What follows belongs to an exercise in optimizing a design on an open flow for small area; a production flow would make more cautious choices.
In this exercise RTL edits were held to simulation tests only and were not proved equivalent to the original. The clock port is modelled as an ideal driver; clocking choices that lean on that would not hold on a real chip.

Setup of oak:
Design FanController, start of the top module:
module FanController #(parameter CLOCK_FREQUENCY = 100) (
    input wire clk,
    input wire reset,
    input wire [3:0] microupcode,
    input wire signed [7:0] set_point,
    input wire signed [7:0] sensor1_temp,
    input wire signed [7:0] sensor2_temp,
    output wire [1:0] fan_status,
    output wire cooler_status,
    output wire [7:0] user_output
);
==> flow/config.mk <==
export PLATFORM = sky130hd
export DESIGN_NAME = FanController
export DESIGN_NICKNAME = FanController
export VERILOG_FILES = /design/flow/design.v
export SDC_FILE = /design/flow/constraint.sdc
export NUM_CORES = 4
export LEC_CHECK = 0
export ABC_AREA = 1
export CAP_MARGIN = 20
export CORE_MARGIN = 2
export CORE_UTILIZATION = 60
export CTS_BUF_LIST = sky130_fd_sc_hd__clkbuf_16
export CTS_CLUSTER_DIAMETER = 100
export CTS_CLUSTER_SIZE = 30
export PLACE_DENSITY = 0.7
export SLEW_MARGIN = 20
==> flow/constraint.sdc <==
create_clock -name core_clock -period 125.0 [get_ports {clk}]
set_input_delay 25.0000 -clock core_clock [delete_from_list [all_inputs] [get_ports {clk}]]
set_output_delay 25.0000 -clock core_clock [all_outputs]
set_load 0.01 [all_outputs]
run.sh (not shown) runs the stock make flow with config.mk's settings and CLKGATE_MAP_FILE= SYNTH_SCRIPT=/design/flow/synth_recipe.tcl, a recipe that flattens the netlist after the stock synthesis.
#### Input delta (birch over oak)
==> flow/flow/run.sh (new file) <==
#!/bin/bash
# Own flow: the standard layout, except that Yosys's technology mapping step runs ABC
# with an area-oriented script (flow/abc_area.script: dc2, dch, amap) in place of ORFS's
# abc_area.script. Everything else, including the registers, is the standard synthesis.
set -euo pipefail
W=$PWD

# Synthesis script: synth_recipe.tcl sourcing a copy of ORFS's synth.tcl whose abc call uses
# our ABC script
sed 's|^  log_cmd abc {\*}\$abc_args$|  set abc_args [lreplace $abc_args 1 1 '"$W"'/flow/abc_area.script]\n  log_cmd abc {*}$abc_args|' \
    "$FLOW_HOME/scripts/synth.tcl" > "$W/abc_synth.tcl"
grep -q 'flow/abc_area.script' "$W/abc_synth.tcl"
sed 's|^source \$::env(SCRIPTS_DIR)/synth.tcl$|source '"$W"'/abc_synth.tcl|' "$W/synth_recipe.tcl" > "$W/own_synth.tcl"
grep -q 'abc_synth.tcl' "$W/own_synth.tcl"
sed "s|SYNTH_SCRIPT=[^ ]*|SYNTH_SCRIPT=$W/own_synth.tcl|" "$W/standard.sh" > "$W/own_standard.sh"
grep -q 'own_synth.tcl' "$W/own_standard.sh"

bash "$W/own_standard.sh" synth > "$W/synth.log" 2>&1
bash "$W/standard.sh" > "$W/layout.log" 2>&1
test -f "$W/out/final.def"
==> flow/flow/abc_area.script (new file) <==
strash
dc2
dch -f
amap
topo
dnsize -c
==> flow/standard.sh (new file) <==
#!/bin/bash
# synth_recipe.tcl (not shown) runs the flow's synth.tcl, then flattens the netlist and writes it again
# the make line also repeats each setting of config.mk as NAME=value (left out here)
make -C /OpenROAD-flow-scripts/flow DESIGN_CONFIG=/design/flow/config.mk WORK_HOME=/design/flow/orfs CLKGATE_MAP_FILE= SYNTH_SCRIPT=/design/flow/synth_recipe.tcl "${@:-finish}"
removed: flow/run.sh
Taking oak as the reference point, the design area of birch falls by 930 µm².
birch gives more core utilization than oak did.
Re number of detailed-route iterations in the first pass: birch is 1 down on oak.

* * *

Another version of the RTL of FanController (not shown whole).
Size: about 2000 cells after synthesis, roughly 1100 flip-flops, ~41 I/O pins, ~0.028 mm2 of cells after synthesis.
==> flow/design.v (excerpt) <==
module FanController #(parameter CLOCK_FREQUENCY = 100) (
    input wire clk,
    input wire reset,
    input wire [3:0] microupcode,
    input wire signed [7:0] set_point,
    input wire signed [7:0] sensor1_temp,
    input wire signed [7:0] sensor2_temp,
    output wire [1:0] fan_status,
    output wire cooler_status,
    output wire [7:0] user_output
);
Settings: LEC_CHECK=0, ABC_AREA=1, CAP_MARGIN=20, CORE_MARGIN=2, CORE_UTILIZATION=60, CTS_BUF_LIST=sky130_fd_sc_hd__clkbuf_8, CTS_CLUSTER_DIAMETER=80, CTS_CLUSTER_SIZE=18, PLACE_DENSITY=0.7, SLEW_MARGIN=20; clock period 125.0 ns.
standard.sh (not shown) runs the stock make flow with config.mk's settings and CLKGATE_MAP_FILE= SYNTH_SCRIPT=/design/flow/synth_recipe.tcl, a recipe that flattens the netlist after the stock synthesis.
==> flow/flow/run.sh <==
#!/bin/bash
# Own flow: the standard layout, except that Yosys's technology mapping step runs ABC
# with an area-oriented script (flow/abc_area.script: ifraig, dc2, dch, amap) in place of ORFS's
# abc_area.script. Everything else, including the registers, is the standard synthesis.
# Clock tree synthesis takes the same settings as config.mk gives it, without dummy loads,
# and the port buffers are the smallest buffer, buf_1.
set -euo pipefail
W=$PWD

# Synthesis script: synth_recipe.tcl sourcing a copy of ORFS's synth.tcl whose abc call uses
# our ABC script
sed 's|^  log_cmd abc {\*}\$abc_args$|  set abc_args [lreplace $abc_args 1 1 '"$W"'/flow/abc_area.script]\n  log_cmd abc {*}$abc_args|' \
    "$FLOW_HOME/scripts/synth.tcl" > "$W/abc_synth.tcl"
grep -q 'flow/abc_area.script' "$W/abc_synth.tcl"
sed 's|^source \$::env(SCRIPTS_DIR)/synth.tcl$|source '"$W"'/abc_synth.tcl|' "$W/synth_recipe.tcl" > "$W/own_synth.tcl"
grep -q 'abc_synth.tcl' "$W/own_synth.tcl"
sed "s|SYNTH_SCRIPT=[^ ]*|SYNTH_SCRIPT=$W/own_synth.tcl|" "$W/standard.sh" > "$W/own_standard.sh"
grep -q 'own_synth.tcl' "$W/own_standard.sh"

bash "$W/own_standard.sh" synth > "$W/synth.log" 2>&1
export CTS_ARGS="-sink_clustering_enable -repair_clock_nets -buf_list sky130_fd_sc_hd__clkbuf_8 -sink_clustering_size 18 -sink_clustering_max_diameter 80 -dont_use_dummy_load"
export BUFFER_PORTS_ARGS="-buffer_cell sky130_fd_sc_hd__buf_1"
bash "$W/standard.sh" > "$W/layout.log" 2>&1
test -f "$W/out/final.def"
==> flow/flow/abc_area.script <==
strash
ifraig
dc2
dch -f
amap -F 40 -A 40 -C 5000
topo
dnsize -c
Then changed:
--- a/flow/flow/run.sh
+++ b/flow/flow/run.sh
@@ -21 +21 @@
-export CTS_ARGS="-sink_clustering_enable -repair_clock_nets -buf_list sky130_fd_sc_hd__clkbuf_8 -sink_clustering_size 18 -sink_clustering_max_diameter 80 -dont_use_dummy_load"
+export CTS_ARGS="-sink_clustering_enable -repair_clock_nets -buf_list sky130_fd_sc_hd__clkbuf_16 -sink_clustering_size 30 -sink_clustering_max_diameter 100 -dont_use_dummy_load"
--- a/flow/config.mk
+++ b/flow/config.mk
@@ -12,3 +12,3 @@
-export CTS_BUF_LIST = sky130_fd_sc_hd__clkbuf_8
-export CTS_CLUSTER_DIAMETER = 80
-export CTS_CLUSTER_SIZE = 18
+export CTS_BUF_LIST = sky130_fd_sc_hd__clkbuf_16
+export CTS_CLUSTER_DIAMETER = 100
+export CTS_CLUSTER_SIZE = 30
The changed run completed without violations.
Maximum frequency is about the same.
Clock-buffer cell count came out lower by 29.
Sequential cell count is unchanged.
Setup slack got worse by 69 ps.
Cell area stays flat.
Global-route usage came out higher by 0.14 points.
Area after synthesis is unchanged.
Then changed:
--- a/flow/flow/run.sh
+++ b/flow/flow/run.sh
@@ -21 +21 @@
-export CTS_ARGS="-sink_clustering_enable -repair_clock_nets -buf_list sky130_fd_sc_hd__clkbuf_16 -sink_clustering_size 30 -sink_clustering_max_diameter 100 -dont_use_dummy_load"
+export CTS_ARGS="-sink_clustering_enable -repair_clock_nets -buf_list sky130_fd_sc_hd__clkbuf_8 -sink_clustering_size 18 -sink_clustering_max_diameter 80 -dont_use_dummy_load"
After rerunning: Global-route usage goes down by 0.14 points. Final area is about the same. Area after synthesis is unchanged. Routed wire length goes down by about 1.8%. Worst hold slack degrades by 21 ps. First-iteration DRC count goes up by 2.1%. Count of clock-buffer cells in the layout goes up by 29. Register-to-register slack is about the same. Sequential cell count stays the same.

-- port drivers added, routing unchanged --
Ports are ideal in the flow. The routed layouts listed here were re-timed in OpenROAD.
Step 1, drivers: a clkbuf_16 drives clk and a buf_2 each remaining input, both assumed.
Step 2 adds t to the input delays and takes it off the output delays; t is the mean of the earliest and latest rising clock arrival at the registers after step 1. Input paths then give back, and output paths get back, about the clock's delay inside the block.
a / b / c = no drivers / after step 1 / after step 2; a / b = the first two.
run	t (ns)	setup slack, ns	worst register clock-pin slew, ns
oak	0.655	69.671 / 69.644 / 69.644	0.12 / 0.12
birch	0.648	67.840 / 67.817 / 67.817	0.12 / 0.12
the first run of note 2	0.683	69.206 / 69.181 / 69.181	0.12 / 0.12
the second run of note 2	0.628	69.138 / 69.113 / 69.113	0.11 / 0.11
the third run of note 2	0.683	69.206 / 69.181 / 69.181	0.12 / 0.12
After both steps setup and hold are still met in every run listed. For oak, which loses most, drivers alone change the setup slack by -0.027 ns; drivers and shift together by -0.027 ns.
